This design comes from an exercise in tuning for small area, a short achievable clock period and few clock cycles on the open sky130 flow, not from production work.
Only simulation tests tie the RTL to the original design; equivalence was not proved.
Power figures rest on the tool's default switching activity, not on a simulated workload.

==> v9: inputs <==
## brainfuck
module brainfuck(
  input clk,
  input rst,
  output [10:0] code_addr,
  input  [7:0]  code_data,
  output        out_valid,
  output [7:0]  out_data,
  input         out_ready,
  input         in_valid,
  input  [7:0]  in_data,
  output        in_ready,
  output        halted
);
localparam W = 4;    
localparam [3:0] OFF_MAX = W;
localparam [3:0] OFF_MIN = -W;
reg [10:0] pc;         
reg [10:0] pc_e;       
reg        v_e;        
reg        e_plus, e_minus, e_left, e_right, e_dot, e_comma, e_open, e_close, e_end;
reg        pred_e;     
reg        e_fsk;      
reg        skip;       
reg [3:0]  depth;      
reg        f1;         
reg        clrp;       
reg        halt_r;
reg        ov;
reg [7:0]  od;
reg        rst_q;      
reg        inr;        
reg        sel_r, sel_l, sel_a;
reg        rec_ok;
reg [3:0]  roff;                
reg [7:0]  dl [0:2*W];          
reg        rep;                 
reg [7:0]  nrem;                
localparam SD = 8;
reg [10:0] stk_n [0:SD-1];
reg [3:0]  vcnt;       
reg        bscan;      
localparam CB = 2, CN = 1 << CB;
reg [10-CB:0] ctag [0:CN-1];
reg [10:0]    ctgt [0:CN-1];
reg [CN-1:0]  cval;
reg [CB-1:0]  sidx;
localparam RM = 256 - 2*W - 1;
reg [7:0]  c0;
reg [7:0]  cr [1:W];
reg [7:0]  cl [1:W];
reg [7:0]  rg [0:RM-1];
reg        rq;         
reg        par;        
reg        shl, shr;   
wire d_plus  = code_data == 8'h2B;
wire d_minus = code_data == 8'h2D;
wire d_right = code_data == 8'h3E;
wire d_left  = code_data == 8'h3C;
wire d_dot   = code_data == 8'h2E;
wire d_comma = code_data == 8'h2C;
wire d_open  = code_data == 8'h5B;
wire d_close = code_data == 8'h5D;
  ...
Settings: LEC_CHECK=0, CAP_MARGIN=20, CELL_PAD_IN_SITES_DETAIL_PLACEMENT=1, CORE_MARGIN=2, CORE_UTILIZATION=40, PLACE_DENSITY=0.5, SLEW_MARGIN=40; clock period 10.0 ns.
standard.sh (not shown) runs the stock make flow with config.mk's settings and CLKGATE_MAP_FILE= SYNTH_SCRIPT=/design/flow/synth_recipe.tcl, a recipe that flattens the netlist after the stock synthesis.
==> flow/flow/run.sh <==
#!/bin/bash
set -euo pipefail
bash standard.sh \
  "BUFFER_PORTS_ARGS=-buffer_cell sky130_fd_sc_hd__buf_4" \
  "SETUP_SLACK_MARGIN=6.4" \
  finish > standard_flow.log 2>&1
==> inputs of v18, as changes to v9 <==
--- a/flow/design.v
+++ b/flow/design.v
@@ -24,17 +24,17 @@
 reg [3:0]  depth;      
 reg        f1;         
 reg        clrp;       
 reg        halt_r;
 reg        ov;
 reg [7:0]  od;
 reg        rst_q;      
 reg        inr;        
-reg        sel_r, sel_l, sel_a;
+reg        sel_r, sel_l, sel_a, sel_hw;
 reg        rec_ok;
 reg [3:0]  roff;                
 reg [7:0]  dl [0:2*W];          
 reg        rep;                 
 reg [7:0]  nrem;                
 localparam SD = 8;
 reg [10:0] stk_n [0:SD-1];
 reg [3:0]  vcnt;       
@@ -57,17 +57,18 @@
 wire d_right = code_data == 8'h3E;
 wire d_left  = code_data == 8'h3C;
 wire d_dot   = code_data == 8'h2E;
 wire d_comma = code_data == 8'h2C;
 wire d_open  = code_data == 8'h5B;
 wire d_close = code_data == 8'h5D;
 wire d_end   = code_data == 8'hFF;
 wire nz = |c0;
-wire ex = v_e & ~skip & ~bscan & ~halt_r;
+reg  x_e;
+wire ex = x_e;
 wire bs = v_e & bscan;
 wire v0 = vcnt != 4'd0;
 wire v1 = vcnt[3:1] != 3'd0;
 wire sk = v_e & skip;
 wire [10:0] stk0 = ~stk_n[0];
 wire [10:0] stk1 = ~stk_n[1];
 wire hit = cval[pc_e[CB-1:0]] && ctag[pc_e[CB-1:0]] == pc_e[10:CB];
 wire out_busy  = ov & ~out_ready;
@@ -93,27 +94,26 @@
 wire [10:0] rtarget = hit_jump ? ctgt[pc_e[CB-1:0]] : redir_top ? stk0 :
                       bs_start ? pc_e - 11'd1 : pc_e1;
 wire apply   = sel_a;
 wire rep_end = rep & nrem[7:1] == 7'd0;
 wire dot_go  = ex & e_dot & ~out_busy;
 wire in_take = inr & in_valid;
 wire mv_r    = sel_r;
 wire mv_l    = sel_l;
-wire pred_ok   = ~skip & ~enter_skip & ~rep & ~bscan & ~(ex & (e_plus | e_minus) & f1);
+wire pred_ok   = ~skip & ~enter_skip & ~rep & ~bscan & ~inr & ~(ex & (e_plus | e_minus) & f1);
 wire [7:0] c0_add = (ex & e_plus) ? 8'd1 :
                     (ex & e_minus) ? 8'hFF :
                     dl[W];
 wire [7:0] c0_sum = c0 + c0_add;
 wire nz_next   = rst_q ? 1'b0 :
                  mv_r ? |cr[1] :
                  mv_l ? |cl[1] :
                  (ex & e_plus) ? ~&c0 :
                  (ex & e_minus) ? c0 != 8'd1 :
-                 in_take ? |in_data :
                  c_clr ? 1'b0 : nz;
 wire hit_f     = cval[pc[CB-1:0]] && ctag[pc[CB-1:0]] == pc[10:CB];
 wire top_ok    = push | (pop ? v1 : v0);
 wire pred      = d_close & pred_ok & nz_next & top_ok;
 wire fjump     = d_open & pred_ok & hit_f & ~nz_next;
 wire [10:0] top_after = push ? pc : pop ? stk1 : stk0;
 wire frozen    = halt_r | halt_now;
 wire adv       = ~stall & ~redirect & ~frozen & (~rep | rep_end);
@@ -127,16 +127,17 @@
 always @(posedge clk) begin
   rq  <= q_new;
   par <= (shl | shr) ? ~par : 1'b1;
   shl <= ~rst & (mvr_next | (~mvl_next & q_new));
   shr <= ~rst & (mvl_next | (~mvr_next & ~q_new));
   sel_r  <= ~rst & mvr_next;
   sel_l  <= ~rst & mvl_next;
   sel_a  <= ~rst & apply_next;
+  sel_hw <= ~rst & ~mvr_next & ~mvl_next & ~apply_next;
   if (rst | redirect) inr <= 1'b0;
   else if (adv) inr <= d_comma & ~noex_next;
 end
 always @(posedge clk) begin
   rst_q <= rst;
   if (rst) begin
     pc <= 11'd0;
     v_e <= 1'b0;
@@ -147,21 +148,24 @@
     clrp <= 1'b0;
     halt_r <= 1'b0;
     ov <= 1'b0;
     rep <= 1'b0;
     rec_ok <= 1'b0;
     cval <= {CN{1'b0}};
     vcnt <= 4'd0;
     bscan <= 1'b0;
+    x_e <= 1'b0;
   end else begin
     if (redirect) begin
       pc <= rtarget;
       v_e <= 1'b0;
+      x_e <= 1'b0;
     end else if (adv) begin
+      x_e <= ~noex_next;
       pc <= pred ? top_after : fjump ? ctgt[pc[CB-1:0]] : bscan ? pc - 11'd1 : pc + 11'd1;
       e_fsk <= fjump;
       pc_e <= pc;
       v_e <= 1'b1;
       pred_e <= pred;
       e_plus <= d_plus;   e_minus <= d_minus;
       e_left <= d_left;   e_right <= d_right;
       e_dot <= d_dot;     e_comma <= d_comma;
@@ -219,32 +223,44 @@
         else depth <= depth - 4'd1;
       end
     end
     if (s_push) begin
       if (vcnt != SD) vcnt <= vcnt + 4'd1;
     end else if (s_pop) begin
       if (v0) vcnt <= vcnt - 4'd1;
     end
-    if (halt_now) halt_r <= 1'b1;
+    if (halt_now) begin
+      halt_r <= 1'b1;
+      x_e <= 1'b0;
+    end
     if (dot_go) begin
       ov <= 1'b1;
       od <= c0;
     end else if (out_ready) ov <= 1'b0;
   end
 end
+wire [2*W:0] here;
+reg  [7:0]   dl_cur;
+integer m;
+always @* begin
+  dl_cur = 8'd0;
+  for (m = 0; m <= 2*W; m = m + 1)
+    dl_cur = dl_cur | ({8{here[m]}} & dl[m]);
+end
+wire [7:0] dl_upd = dl_cur + {{7{e_minus}}, 1'b1};
+wire       rec_w  = ex & rec_ok & (e_plus | e_minus);
 genvar j;
 generate for (j = 0; j <= 2*W; j = j + 1) begin : rd
   localparam [3:0] OFF = j - W;
-  wire here = roff == OFF;
+  assign here[j] = roff == OFF;
   always @(posedge clk) begin
     if (push) dl[j] <= 8'd0;
     else if (rep) dl[j] <= dl[j] << 1;
-    else if (ex & rec_ok & here & e_plus) dl[j] <= dl[j] + 8'd1;
-    else if (ex & rec_ok & here & e_minus) dl[j] <= dl[j] - 8'd1;
+    else if (rec_w & here[j]) dl[j] <= dl_upd;
   end
 end endgenerate
 wire s_push = push | bs_found;
 wire s_pop  = pop;
 wire s_hold = ~s_push & ~s_pop;
 wire [10:0] push_val = bscan ? pc_e1 : pc;
 always @(posedge clk) begin
   stk_n[0] <= ~(({11{s_hold}} & ~stk_n[0]) | ({11{s_push}} & push_val) | ({11{s_pop}} & ~stk_n[1]));
@@ -272,30 +288,21 @@
   else if (c_clr) c0 <= 8'd0;
 end
 genvar n;
 generate for (n = 1; n <= W; n = n + 1) begin : win
   wire [7:0] r_in = (n == W) ? p5 : cr[(n == W) ? n : n + 1];
   wire [7:0] r_lf = (n == 1) ? c0 : cr[(n == 1) ? n : n - 1];
   wire [7:0] l_in = (n == W) ? m5 : cl[(n == W) ? n : n + 1];
   wire [7:0] l_rt = (n == 1) ? c0 : cl[(n == 1) ? n : n - 1];
+  wire [7:0] r_sum = cr[n] + dl[W + n];
+  wire [7:0] l_sum = cl[n] + dl[W - n];
   always @(posedge clk) begin
-    if (rst_q) begin
-      cr[n] <= 8'd0;
-      cl[n] <= 8'd0;
-    end else if (mv_r) begin
-      cr[n] <= r_in;
-      cl[n] <= l_rt;
-    end else if (mv_l) begin
-      cr[n] <= r_lf;
-      cl[n] <= l_in;
-    end else if (apply) begin
-      cr[n] <= cr[n] + dl[W + n];
-      cl[n] <= cl[n] + dl[W - n];
-    end
+    cr[n] <= ({8{sel_r}} & r_in) | ({8{sel_l}} & r_lf) | ({8{sel_a}} & r_sum) | ({8{sel_hw}} & cr[n]);
+    cl[n] <= ({8{sel_r}} & l_rt) | ({8{sel_l}} & l_in) | ({8{sel_a}} & l_sum) | ({8{sel_hw}} & cl[n]);
   end
 end endgenerate
 wire [7:0] r_l = {8{shl}};
 wire [7:0] r_r = {8{shr}};
 wire [7:0] to_m5 = cl[W] ^ ~pm;
 wire [7:0] to_p5 = cr[W] ^ ~pm;
 generate for (n = 0; n < RM; n = n + 1) begin : ring
   wire [7:0] nr = rg[(n + 1) % RM];
==> flow/flow/run.sh (replaced) <==
#!/bin/bash
set -euo pipefail
bash standard.sh \
  "BUFFER_PORTS_ARGS=-buffer_cell sky130_fd_sc_hd__buf_4" \
  "SETUP_SLACK_MARGIN=6.5" \
  finish > standard_flow.log 2>&1
- CORE_UTILIZATION: 40 -> 50
- CTS_CLUSTER_DIAMETER: default -> 80
- CTS_CLUSTER_SIZE: default -> 24
- PLACE_DENSITY: 0.5 -> 0.65
==> inputs of v25, as changes to v9 <==
--- a/flow/design.v
+++ b/flow/design.v
@@ -24,17 +24,17 @@
 reg [3:0]  depth;      
 reg        f1;         
 reg        clrp;       
 reg        halt_r;
 reg        ov;
 reg [7:0]  od;
 reg        rst_q;      
 reg        inr;        
-reg        sel_r, sel_l, sel_a;
+reg        sel_r, sel_l, sel_a, sel_hw;
 reg        rec_ok;
 reg [3:0]  roff;                
 reg [7:0]  dl [0:2*W];          
 reg        rep;                 
 reg [7:0]  nrem;                
 localparam SD = 8;
 reg [10:0] stk_n [0:SD-1];
 reg [3:0]  vcnt;       
@@ -57,17 +57,18 @@
 wire d_right = code_data == 8'h3E;
 wire d_left  = code_data == 8'h3C;
 wire d_dot   = code_data == 8'h2E;
 wire d_comma = code_data == 8'h2C;
 wire d_open  = code_data == 8'h5B;
 wire d_close = code_data == 8'h5D;
 wire d_end   = code_data == 8'hFF;
 wire nz = |c0;
-wire ex = v_e & ~skip & ~bscan & ~halt_r;
+reg  x_e;
+wire ex = x_e;
 wire bs = v_e & bscan;
 wire v0 = vcnt != 4'd0;
 wire v1 = vcnt[3:1] != 3'd0;
 wire sk = v_e & skip;
 wire [10:0] stk0 = ~stk_n[0];
 wire [10:0] stk1 = ~stk_n[1];
 wire hit = cval[pc_e[CB-1:0]] && ctag[pc_e[CB-1:0]] == pc_e[10:CB];
 wire out_busy  = ov & ~out_ready;
@@ -93,27 +94,26 @@
 wire [10:0] rtarget = hit_jump ? ctgt[pc_e[CB-1:0]] : redir_top ? stk0 :
                       bs_start ? pc_e - 11'd1 : pc_e1;
 wire apply   = sel_a;
 wire rep_end = rep & nrem[7:1] == 7'd0;
 wire dot_go  = ex & e_dot & ~out_busy;
 wire in_take = inr & in_valid;
 wire mv_r    = sel_r;
 wire mv_l    = sel_l;
-wire pred_ok   = ~skip & ~enter_skip & ~rep & ~bscan & ~(ex & (e_plus | e_minus) & f1);
+wire pred_ok   = ~skip & ~enter_skip & ~rep & ~bscan & ~inr & ~(ex & (e_plus | e_minus) & f1);
 wire [7:0] c0_add = (ex & e_plus) ? 8'd1 :
                     (ex & e_minus) ? 8'hFF :
                     dl[W];
 wire [7:0] c0_sum = c0 + c0_add;
 wire nz_next   = rst_q ? 1'b0 :
                  mv_r ? |cr[1] :
                  mv_l ? |cl[1] :
                  (ex & e_plus) ? ~&c0 :
                  (ex & e_minus) ? c0 != 8'd1 :
-                 in_take ? |in_data :
                  c_clr ? 1'b0 : nz;
 wire hit_f     = cval[pc[CB-1:0]] && ctag[pc[CB-1:0]] == pc[10:CB];
 wire top_ok    = push | (pop ? v1 : v0);
 wire pred      = d_close & pred_ok & nz_next & top_ok;
 wire fjump     = d_open & pred_ok & hit_f & ~nz_next;
 wire [10:0] top_after = push ? pc : pop ? stk1 : stk0;
 wire frozen    = halt_r | halt_now;
 wire adv       = ~stall & ~redirect & ~frozen & (~rep | rep_end);
@@ -127,16 +127,17 @@
 always @(posedge clk) begin
   rq  <= q_new;
   par <= (shl | shr) ? ~par : 1'b1;
   shl <= ~rst & (mvr_next | (~mvl_next & q_new));
   shr <= ~rst & (mvl_next | (~mvr_next & ~q_new));
   sel_r  <= ~rst & mvr_next;
   sel_l  <= ~rst & mvl_next;
   sel_a  <= ~rst & apply_next;
+  sel_hw <= ~rst & ~mvr_next & ~mvl_next & ~apply_next;
   if (rst | redirect) inr <= 1'b0;
   else if (adv) inr <= d_comma & ~noex_next;
 end
 always @(posedge clk) begin
   rst_q <= rst;
   if (rst) begin
     pc <= 11'd0;
     v_e <= 1'b0;
@@ -147,21 +148,24 @@
     clrp <= 1'b0;
     halt_r <= 1'b0;
     ov <= 1'b0;
     rep <= 1'b0;
     rec_ok <= 1'b0;
     cval <= {CN{1'b0}};
     vcnt <= 4'd0;
     bscan <= 1'b0;
+    x_e <= 1'b0;
   end else begin
     if (redirect) begin
       pc <= rtarget;
       v_e <= 1'b0;
+      x_e <= 1'b0;
     end else if (adv) begin
+      x_e <= ~noex_next;
       pc <= pred ? top_after : fjump ? ctgt[pc[CB-1:0]] : bscan ? pc - 11'd1 : pc + 11'd1;
       e_fsk <= fjump;
       pc_e <= pc;
       v_e <= 1'b1;
       pred_e <= pred;
       e_plus <= d_plus;   e_minus <= d_minus;
       e_left <= d_left;   e_right <= d_right;
       e_dot <= d_dot;     e_comma <= d_comma;
@@ -219,32 +223,44 @@
         else depth <= depth - 4'd1;
       end
     end
     if (s_push) begin
       if (vcnt != SD) vcnt <= vcnt + 4'd1;
     end else if (s_pop) begin
       if (v0) vcnt <= vcnt - 4'd1;
     end
-    if (halt_now) halt_r <= 1'b1;
+    if (halt_now) begin
+      halt_r <= 1'b1;
+      x_e <= 1'b0;
+    end
     if (dot_go) begin
       ov <= 1'b1;
       od <= c0;
     end else if (out_ready) ov <= 1'b0;
   end
 end
+wire [2*W:0] here;
+reg  [7:0]   dl_cur;
+integer m;
+always @* begin
+  dl_cur = 8'd0;
+  for (m = 0; m <= 2*W; m = m + 1)
+    dl_cur = dl_cur | ({8{here[m]}} & dl[m]);
+end
+wire [7:0] dl_upd = dl_cur + {{7{e_minus}}, 1'b1};
+wire       rec_w  = ex & rec_ok & (e_plus | e_minus);
 genvar j;
 generate for (j = 0; j <= 2*W; j = j + 1) begin : rd
   localparam [3:0] OFF = j - W;
-  wire here = roff == OFF;
+  assign here[j] = roff == OFF;
   always @(posedge clk) begin
     if (push) dl[j] <= 8'd0;
     else if (rep) dl[j] <= dl[j] << 1;
-    else if (ex & rec_ok & here & e_plus) dl[j] <= dl[j] + 8'd1;
-    else if (ex & rec_ok & here & e_minus) dl[j] <= dl[j] - 8'd1;
+    else if (rec_w & here[j]) dl[j] <= dl_upd;
   end
 end endgenerate
 wire s_push = push | bs_found;
 wire s_pop  = pop;
 wire s_hold = ~s_push & ~s_pop;
 wire [10:0] push_val = bscan ? pc_e1 : pc;
 always @(posedge clk) begin
   stk_n[0] <= ~(({11{s_hold}} & ~stk_n[0]) | ({11{s_push}} & push_val) | ({11{s_pop}} & ~stk_n[1]));
@@ -272,30 +288,21 @@
   else if (c_clr) c0 <= 8'd0;
 end
 genvar n;
 generate for (n = 1; n <= W; n = n + 1) begin : win
   wire [7:0] r_in = (n == W) ? p5 : cr[(n == W) ? n : n + 1];
   wire [7:0] r_lf = (n == 1) ? c0 : cr[(n == 1) ? n : n - 1];
   wire [7:0] l_in = (n == W) ? m5 : cl[(n == W) ? n : n + 1];
   wire [7:0] l_rt = (n == 1) ? c0 : cl[(n == 1) ? n : n - 1];
+  wire [7:0] r_sum = cr[n] + dl[W + n];
+  wire [7:0] l_sum = cl[n] + dl[W - n];
   always @(posedge clk) begin
-    if (rst_q) begin
-      cr[n] <= 8'd0;
-      cl[n] <= 8'd0;
-    end else if (mv_r) begin
-      cr[n] <= r_in;
-      cl[n] <= l_rt;
-    end else if (mv_l) begin
-      cr[n] <= r_lf;
-      cl[n] <= l_in;
-    end else if (apply) begin
-      cr[n] <= cr[n] + dl[W + n];
-      cl[n] <= cl[n] + dl[W - n];
-    end
+    cr[n] <= ({8{sel_r}} & r_in) | ({8{sel_l}} & r_lf) | ({8{sel_a}} & r_sum) | ({8{sel_hw}} & cr[n]);
+    cl[n] <= ({8{sel_r}} & l_rt) | ({8{sel_l}} & l_in) | ({8{sel_a}} & l_sum) | ({8{sel_hw}} & cl[n]);
   end
 end endgenerate
 wire [7:0] r_l = {8{shl}};
 wire [7:0] r_r = {8{shr}};
 wire [7:0] to_m5 = cl[W] ^ ~pm;
 wire [7:0] to_p5 = cr[W] ^ ~pm;
 generate for (n = 0; n < RM; n = n + 1) begin : ring
   wire [7:0] nr = rg[(n + 1) % RM];
==> flow/flow/run.sh (replaced) <==
#!/bin/bash
set -euo pipefail
bash standard.sh \
  "BUFFER_PORTS_ARGS=-buffer_cell sky130_fd_sc_hd__buf_4" \
  "SETUP_SLACK_MARGIN=6.5" \
  finish > standard_flow.log 2>&1
- CTS_CLUSTER_DIAMETER: default -> 90
- CTS_CLUSTER_SIZE: default -> 28
==> comparison table <==
quantity	v18	v25	v9
R2R depth	18	17	9
Xor and xnor area share after synthesis	1.697%	1.697%	2.185%
Synthesized net count	7,109	7,109	7,492
Measured slew at the worst slew-check pin	0.8884 ns	0.9072 ns	0.8212 ns
Switching part of the total power	33.32%	33.31%	32.29%
Cell variety after synth	84	84	91
Result of the run	no timing/DRC/antenna violations	no timing/DRC/antenna violations	no timing/DRC/antenna violations
RSZ-0062 raised after global routing	yes	yes	no
Share of the core filled with cells	54.51%	43.76%	46.00%
Slack of the worst reg-to-reg path	6.07 ns	6.50 ns	6.50 ns
Final setup slack of the worst path	6.065 ns	6.495 ns	6.365 ns
Placement Cell Area	0.08063 sq mm	0.08131 sq mm	0.08374 sq mm
Layout buffering overhead excluding clock cells	2.203%	2.321%	1.946%
GR Util met2	36.44%	29.08%	27.47%
Storage element area	0.04888 sq mm	0.04888 sq mm	0.04885 sq mm
Total Power Consumption	29.40 mW	29.41 mW	34.35 mW
Critical path depth	18	17	11
Delay contributed by the slowest stage of the critical path	0.46 ns	0.42 ns	0.52 ns
Internal power component	19.60 mW	19.61 mW	23.26 mW
Clock insertion delay at the later pin of the skew report	0.79 ns	0.79 ns	0.88 ns
Number of antenna violations at the first check in global routing	2	1	2
Cell type of the slowest stage on the worst timing path	sky130_fd_sc_hd__edfxtp_1	sky130_fd_sc_hd__edfxtp_1	sky130_fd_sc_hd__or4_4
Die outline area	0.1611 sq mm	0.2010 sq mm	0.2070 sq mm
Number of flip-flops and latches	2,378	2,378	2,376
Total length of routed met2 wires	88,130 um	85,880 um	84,000 um
Gr usage total	21.58%	17.64%	16.98%
Testbench counts of v9, summed over its fixed seeds: cycles 316,232.
Testbench counts of v18, summed over its fixed seeds: cycles 316,232.
Testbench counts of v25, summed over its fixed seeds: cycles 316,232.

re-timing with driven ports:
The flow's constraints put no driver on any port. The routed layouts listed below were extracted and timed again, unchanged, in two steps. Step 1 sets driving cells, clkbuf_16 on the clock port and buf_2 on the other inputs (assumed; they add their load-dependent delay and slew). Step 2 also shifts input and output timing later by t, the mid clock arrival at the registers, as if the neighbouring blocks saw the same clock. a / b / c = no drivers / after step 1 / after step 2; a / b = the first two.
run	t (ns)	slack for setup (ns)	hold WS [ns]	slew at the worst register clock pin (ns)	pins driven straight from the clock port
v9	0.934	6.365 / 6.401 / 5.492	0.404 / 0.404 / 0.404	0.07 / 0.07	1
v18	0.832	6.065 / 6.065 / 5.774	0.413 / 0.413 / 0.413	0.11 / 0.11	1
v25	0.849	6.495 / 6.482 / 5.770	0.429 / 0.429 / 0.429	0.12 / 0.12	1
After both steps every run listed still meets setup and hold. For v9, which loses most, drivers alone change the setup slack by +0.036 ns; drivers and shift together by -0.873 ns.
